This design comes from an exercise in tuning for small area and a short achievable clock period on the open sky130 flow, not from production work. Only simulation tests tie the RTL to the original design; equivalence was not proved. The clock input has no modelled driver; a real chip could not lean on it and would need a root buffer or a full tree. Power and IR drop assume default switching activity.

run 1:
==> flow/design.v (excerpt) <==
module moving_avg_filt(
  input clk,
  input signed [7:0] signal_in,
  output signed [7:0] signal_out
  );
Size: about 790 cells after synthesis, roughly 560 flip-flops, roughly 17 I/O pins.
clock: 8.0 ns
lec_check: 0
abc_clock_period_in_ps: 2000
cap_margin: 20
core_margin: 2
core_utilization: 70
hold_slack_margin: 0
place_density: 0.85
slew_margin: 20
standard.sh (not shown) runs the stock make flow with config.mk's settings and CLKGATE_MAP_FILE= SYNTH_SCRIPT=/design/flow/synth_recipe.tcl, a recipe that flattens the netlist after the stock synthesis.
==> flow/flow/run.sh <==
#!/bin/bash
# Standard ORFS layout (standard synthesis unchanged) with port buffers of a
# plain buffer cell, no CTS dummy loads, a tighter setup repair target, and
# the clock tree's branch level removed after CTS (flow/collapse.tcl).
set -euo pipefail
bash standard.sh \
  BUFFER_PORTS_ARGS="-buffer_cell sky130_fd_sc_hd__buf_2" \
  CTS_ARGS="-sink_clustering_enable -repair_clock_nets -dont_use_dummy_load -sink_clustering_size 34 -sink_clustering_max_diameter 70 -buf_list {sky130_fd_sc_hd__clkbuf_16}" \
  POST_CTS_TCL="$PWD/flow/collapse.tcl" \
  SETUP_SLACK_MARGIN=5.4 \
  finish > flow.log 2>&1
==> flow/flow/collapse.tcl <==
# Remove the branch level of the clock tree: every clock buffer that the root
# buffer drives and that itself drives only clock buffers is taken out, and the
# buffers it drove are fed by the root buffer directly. All leaf buffers stay
# one level below the root, so every register's clock keeps the same depth.
set block [ord::get_db_block]
set clk_net [$block findNet clk]
set root ""
foreach it [$clk_net getITerms] {
  if {[$it isInputSignal]} { set root [$it getInst] }
}
set root_out [[$root findITerm X] getNet]
set removed 0
foreach it [$root_out getITerms] {
  set inst [$it getInst]
  if {$inst == $root} { continue }
  set x [$inst findITerm X]
  if {$x == "NULL" || $x == ""} { continue }
  set out [$x getNet]
  set loads {}
  set all_bufs 1
  foreach lt [$out getITerms] {
    if {[$lt getInst] == $inst} { continue }
    if {![string match "sky130_fd_sc_hd__clkbuf_*" [[[$lt getInst] getMaster] getName]]} { set all_bufs 0 }
    lappend loads $lt
  }
  if {!$all_bufs} { continue }
  foreach lt $loads {
    $lt disconnect
    $lt connect $root_out
  }
  $x disconnect
  $it disconnect
  odb::dbInst_destroy $inst
  odb::dbNet_destroy $out
  incr removed
}
puts "collapse.tcl: removed $removed branch clock buffers"
estimate_parasitics -placement
report_clock_skew
Run 1 completed every stage of the flow, and the final layout passed the timing, design-rule and antenna checks.
Edits applied to the flow inputs when going from run 1 to run 2:
- CORE_UTILIZATION changed from 70 to 60
- PLACE_DENSITY changed from 0.85 to 0.75
--- outcome ---
[diff] total chip power, run 2 relative to run 1: improvement. Against run 1 as the reference, run 2 delivers a higher die area. Between run 2 and run 1, the cell area figures differ only marginally.
### run 2 -> run 3
- setting GPL_TIMING_DRIVEN to 0 for the first time
==> comparison <==
Of run 3 and run 2, the lower setup slack of the most critical reg-to-reg path belongs to run 3. Row number of gates on the worst path with buffers counted: run 3 higher / run 2 lower. Going from run 2 to run 3, the final-layout non-clock buffer area share was found to have gone up by 2.0 points. In the flow results for run 3 and run 2, the combinational share of power is smaller on run 2. The slew at the pin with the worst max-slew slack number comes out lower for run 2 vs run 3. Run 3 reports a higher non-clock buffer count than run 2 does. Total power: run 3 above run 2. Run 2 has a lower total global-route track usage than run 3. Number of global-route vias before repair ends up higher on run 3. Summary of the comparison: number of clock buffers in the layout is lower in run 3, relative to run 2.
What run 4 does differently from run 3 at the input level:
- swapping 0.75 for 0.65 in PLACE_DENSITY
- clearing GPL_TIMING_DRIVEN, which used to be 0
- swapping 60 for 50 in CORE_UTILIZATION
==> run summary <==
- Against run 3, run 4 comes in 23 lower on non-clock buffer total of the final layout.
- Worst setup path endpoint = signal_out[0]: run 4; worst setup path endpoint = signal_out[3]: run 3
- [compare] base=run 3 new=run 4: register-to-register slack climbed 0.13 ns; minimum clock period after layout lost 0.094 ns; worst hold slack saw little to no change.
#### Input delta (run 5 over run 4)
- changing PLACE_DENSITY from 0.65 to 0.75
- changing CORE_UTILIZATION from 50 to 60
-- flow/flow/run.sh --
<<< run 4, line 7
  BUFFER_PORTS_ARGS="-buffer_cell sky130_fd_sc_hd__buf_2" \
>>> run 5, line 7
  BUFFER_PORTS_ARGS="-buffer_cell sky130_fd_sc_hd__buf_1" \
Findings:
- Taking run 4 as the reference point, the sequential share of layout area of run 5 rises by 0.60 points.
- Looking at capturing instance or port of the critical path, the signal_out[2] result is from run 5; the signal_out[0] one comes from run 4.
- On worst-case setup slack after placement, run 5 does worse than run 4.
- | wire length of the first global-routing pass | run 5 vs run 4 | worse |
- Every stage of the flow completed for run 4, and the final layout passed the timing, design-rule and antenna checks.
- Run 5 reached the end of the flow, and the finished layout is clean on the timing, design-rule and antenna checks.
- Run 5 vs. run 4: number of rows in the core area went down by about 9%.
- Of the two values seen for most used routing layer in global routing, met1 was produced by run 4 and met2 by run 5.

* * *

Setup of JK:
The RTL this note starts from:
==> flow/design.v <==
module moving_avg_filt(
  input clk,
  input signed [7:0] signal_in,
  output signed [7:0] signal_out
  );
  parameter N = 64;  
  reg signed [7:0] q [0:N-1];
  reg signed [8:0] d;
  reg signed [13:0] sum;
  reg [13:0] acc;
  reg [5:0] phase;
  reg load;
  reg keep;
  wire signed [13:0] acc_sum = {~acc[13], acc[12:0]};
  wire [7:0] acc_lo = keep ? acc[7:0] : 8'd0;
  wire [8:0] alo = {1'b0, acc_lo} + {1'b0, ~q[0][7], q[0][6:0]};
  wire [5:0] ahi_up = acc[13:8] + 6'd1;
  wire [5:0] ahi = keep ? (alo[8] ? ahi_up : acc[13:8]) : 6'd0;
  integer i;
  always @(posedge clk) begin
    q[0] <= signal_in;
    for (i = 0; i < N - 1; i = i + 1)
      q[i + 1] <= q[i];
    d <= signal_in - q[N-1];
    phase <= phase + 6'd1;
    load <= (phase == 6'd62);
    keep <= (phase != 6'd62);
    sum <= (load ? acc_sum : sum) + d;
    acc <= {ahi, alo[7:0]};
  end
  assign signal_out = sum[13:6];
endmodule
Settings: LEC_CHECK=0, ABC_CLOCK_PERIOD_IN_PS=2000, CAP_MARGIN=20, CORE_MARGIN=2, CORE_UTILIZATION=60, GPL_TIMING_DRIVEN=1, HOLD_SLACK_MARGIN=0, PLACE_DENSITY=0.75, SLEW_MARGIN=20; clock period 8.0 ns.
==> flow/flow/run.sh <==
#!/bin/bash
# Standard ORFS layout (standard synthesis unchanged) with port buffers of a
# plain buffer cell, no CTS dummy loads, a tighter setup repair target, and
# the clock tree's branch level removed after CTS (flow/collapse.tcl).
set -euo pipefail
bash standard.sh \
  BUFFER_PORTS_ARGS="-buffer_cell sky130_fd_sc_hd__buf_2" \
  CTS_ARGS="-sink_clustering_enable -repair_clock_nets -dont_use_dummy_load -sink_clustering_size 34 -sink_clustering_max_diameter 70 -buf_list {sky130_fd_sc_hd__clkbuf_16}" \
  POST_CTS_TCL="$PWD/flow/collapse.tcl" \
  SETUP_SLACK_MARGIN=5.4 \
  finish > flow.log 2>&1
Scripts as last shown in full above: flow/flow/collapse.tcl
JK finished end to end and its layout was clean on timing, DRC and antenna.
Edits applied to the flow inputs when going from JK to MS:
Settings: a deleted GPL_TIMING_DRIVEN that had been 1.
-- flow/flow/run.sh --
<<< JK, line 10
  SETUP_SLACK_MARGIN=5.4 \
>>> MS, line 10
  SETUP_SLACK_MARGIN=5.3 \
## What came out
MS vs. JK: wire length of the first global-routing pass went up by 0.48%. In MS relative to JK, number of global-route vias before repair had gone down slightly. [MS] met2 track demand over resource fell 0.50 points relative to JK. Comparing MS against JK, there is no change at all in number of antenna violations at the first check in global routing. Comparing MS with JK, the maximum clock skew at final layout came out essentially unchanged. Looking at critical setup path kind, the in2reg result is from MS; the reg2out one comes from JK.
#### Input delta (AL over MS)
-- flow/flow/run.sh --
<<< MS, line 10
  SETUP_SLACK_MARGIN=5.3 \
>>> AL, line 10
  SETUP_SLACK_MARGIN=5.5 \
Notes after the runs:
Looking at the reports, AL completed the entire flow and the layout it produced met the timing, design-rule and antenna checks. NOTE: routed wire length in AL exceeds that of MS. Against MS, AL reports a combinational-cell power consumption that is higher. The smallest setup slack after layout of AL exceeds that of MS by 0.10 ns. Non-clock buffer share of cell area, MS and AL, higher one = AL. | starting DRC count in detailed routing | higher: AL |. Core utilization of the finished layout sits higher in AL than in MS. Summary of AL over MS: buffering stage count on the worst path with inverters included dropped 1, design area grew by 140 sq um, worst hold slack barely changed.
Relative to AL, the following input files were edited for TR:
-- flow/flow/run.sh --
<<< AL, line 7
  BUFFER_PORTS_ARGS="-buffer_cell sky130_fd_sc_hd__buf_2" \
>>> TR, line 7
  BUFFER_PORTS_ARGS="-buffer_cell sky130_fd_sc_hd__buf_4" \
<<< AL, line 10
  SETUP_SLACK_MARGIN=5.5 \
>>> TR, line 10
  SETUP_SLACK_MARGIN=5.4 \
Results
Relative to AL, the layout overhead on the synthesized area of TR is lower by 0.65 points. The leakage power in TR was lower than what AL gave. Power: TR draws less than AL. Comparing AL and TR, post-route cell area is lower on TR. Compare AL and TR | wire length on met1 higher: AL. In the metrics for AL and TR, the one carrying the lower wire length of the first global-routing pass is TR. Power of the sequential group of TR is on par with AL. Part of the power in combinational logic: TR < AL. TR: aggregate global-route resource usage is 1.2 points lower than what AL reported. AL → TR: utilization of the core after routing fell 0.40 points, power attributed to the clock group about even.

what the ideal ports hide:
No port has a modelled driver above. Below, the same layouts with a new extraction and two added sets of constraints.
Step 1 sets driving cells, clkbuf_16 on the clock port and buf_2 on the other inputs (assumed; they add their load-dependent delay and slew).
Step 2 times the ports against the registers' clock, not the clock port: input delays grow and output delays shrink by t, the midpoint of the rising clock arrivals with the driver on.
Slacks: ideal ports / drivers / drivers and shift; pairs: ideal ports / drivers.
run | shift t [ns] | slack for setup (ns) | clock arrival spread, ns
run 1 | 0.524 | 5.429 / 5.383 / 4.982 | 0.058 / 0.058
run 2 | 0.538 | 5.459 / 5.412 / 4.953 | 0.038 / 0.037
run 3 | 0.524 | 5.361 / 5.317 / 4.972 | 0.024 / 0.025
run 4 | 0.534 | 5.455 / 5.409 / 4.959 | 0.048 / 0.047
run 5 | 0.535 | 5.451 / 5.406 / 4.942 | 0.038 / 0.038
JK | 0.538 | 5.459 / 5.412 / 4.953 | 0.038 / 0.037
MS | 0.542 | 5.361 / 5.378 / 4.844 | 0.044 / 0.043
AL | 0.532 | 5.464 / 5.421 / 4.933 | 0.043 / 0.043
TR | 0.540 | 5.439 / 5.408 / 4.916 | 0.038 / 0.038
After both steps every run listed still meets setup and hold. For AL, which loses most, drivers alone change the setup slack by -0.043 ns; drivers and shift together by -0.531 ns.
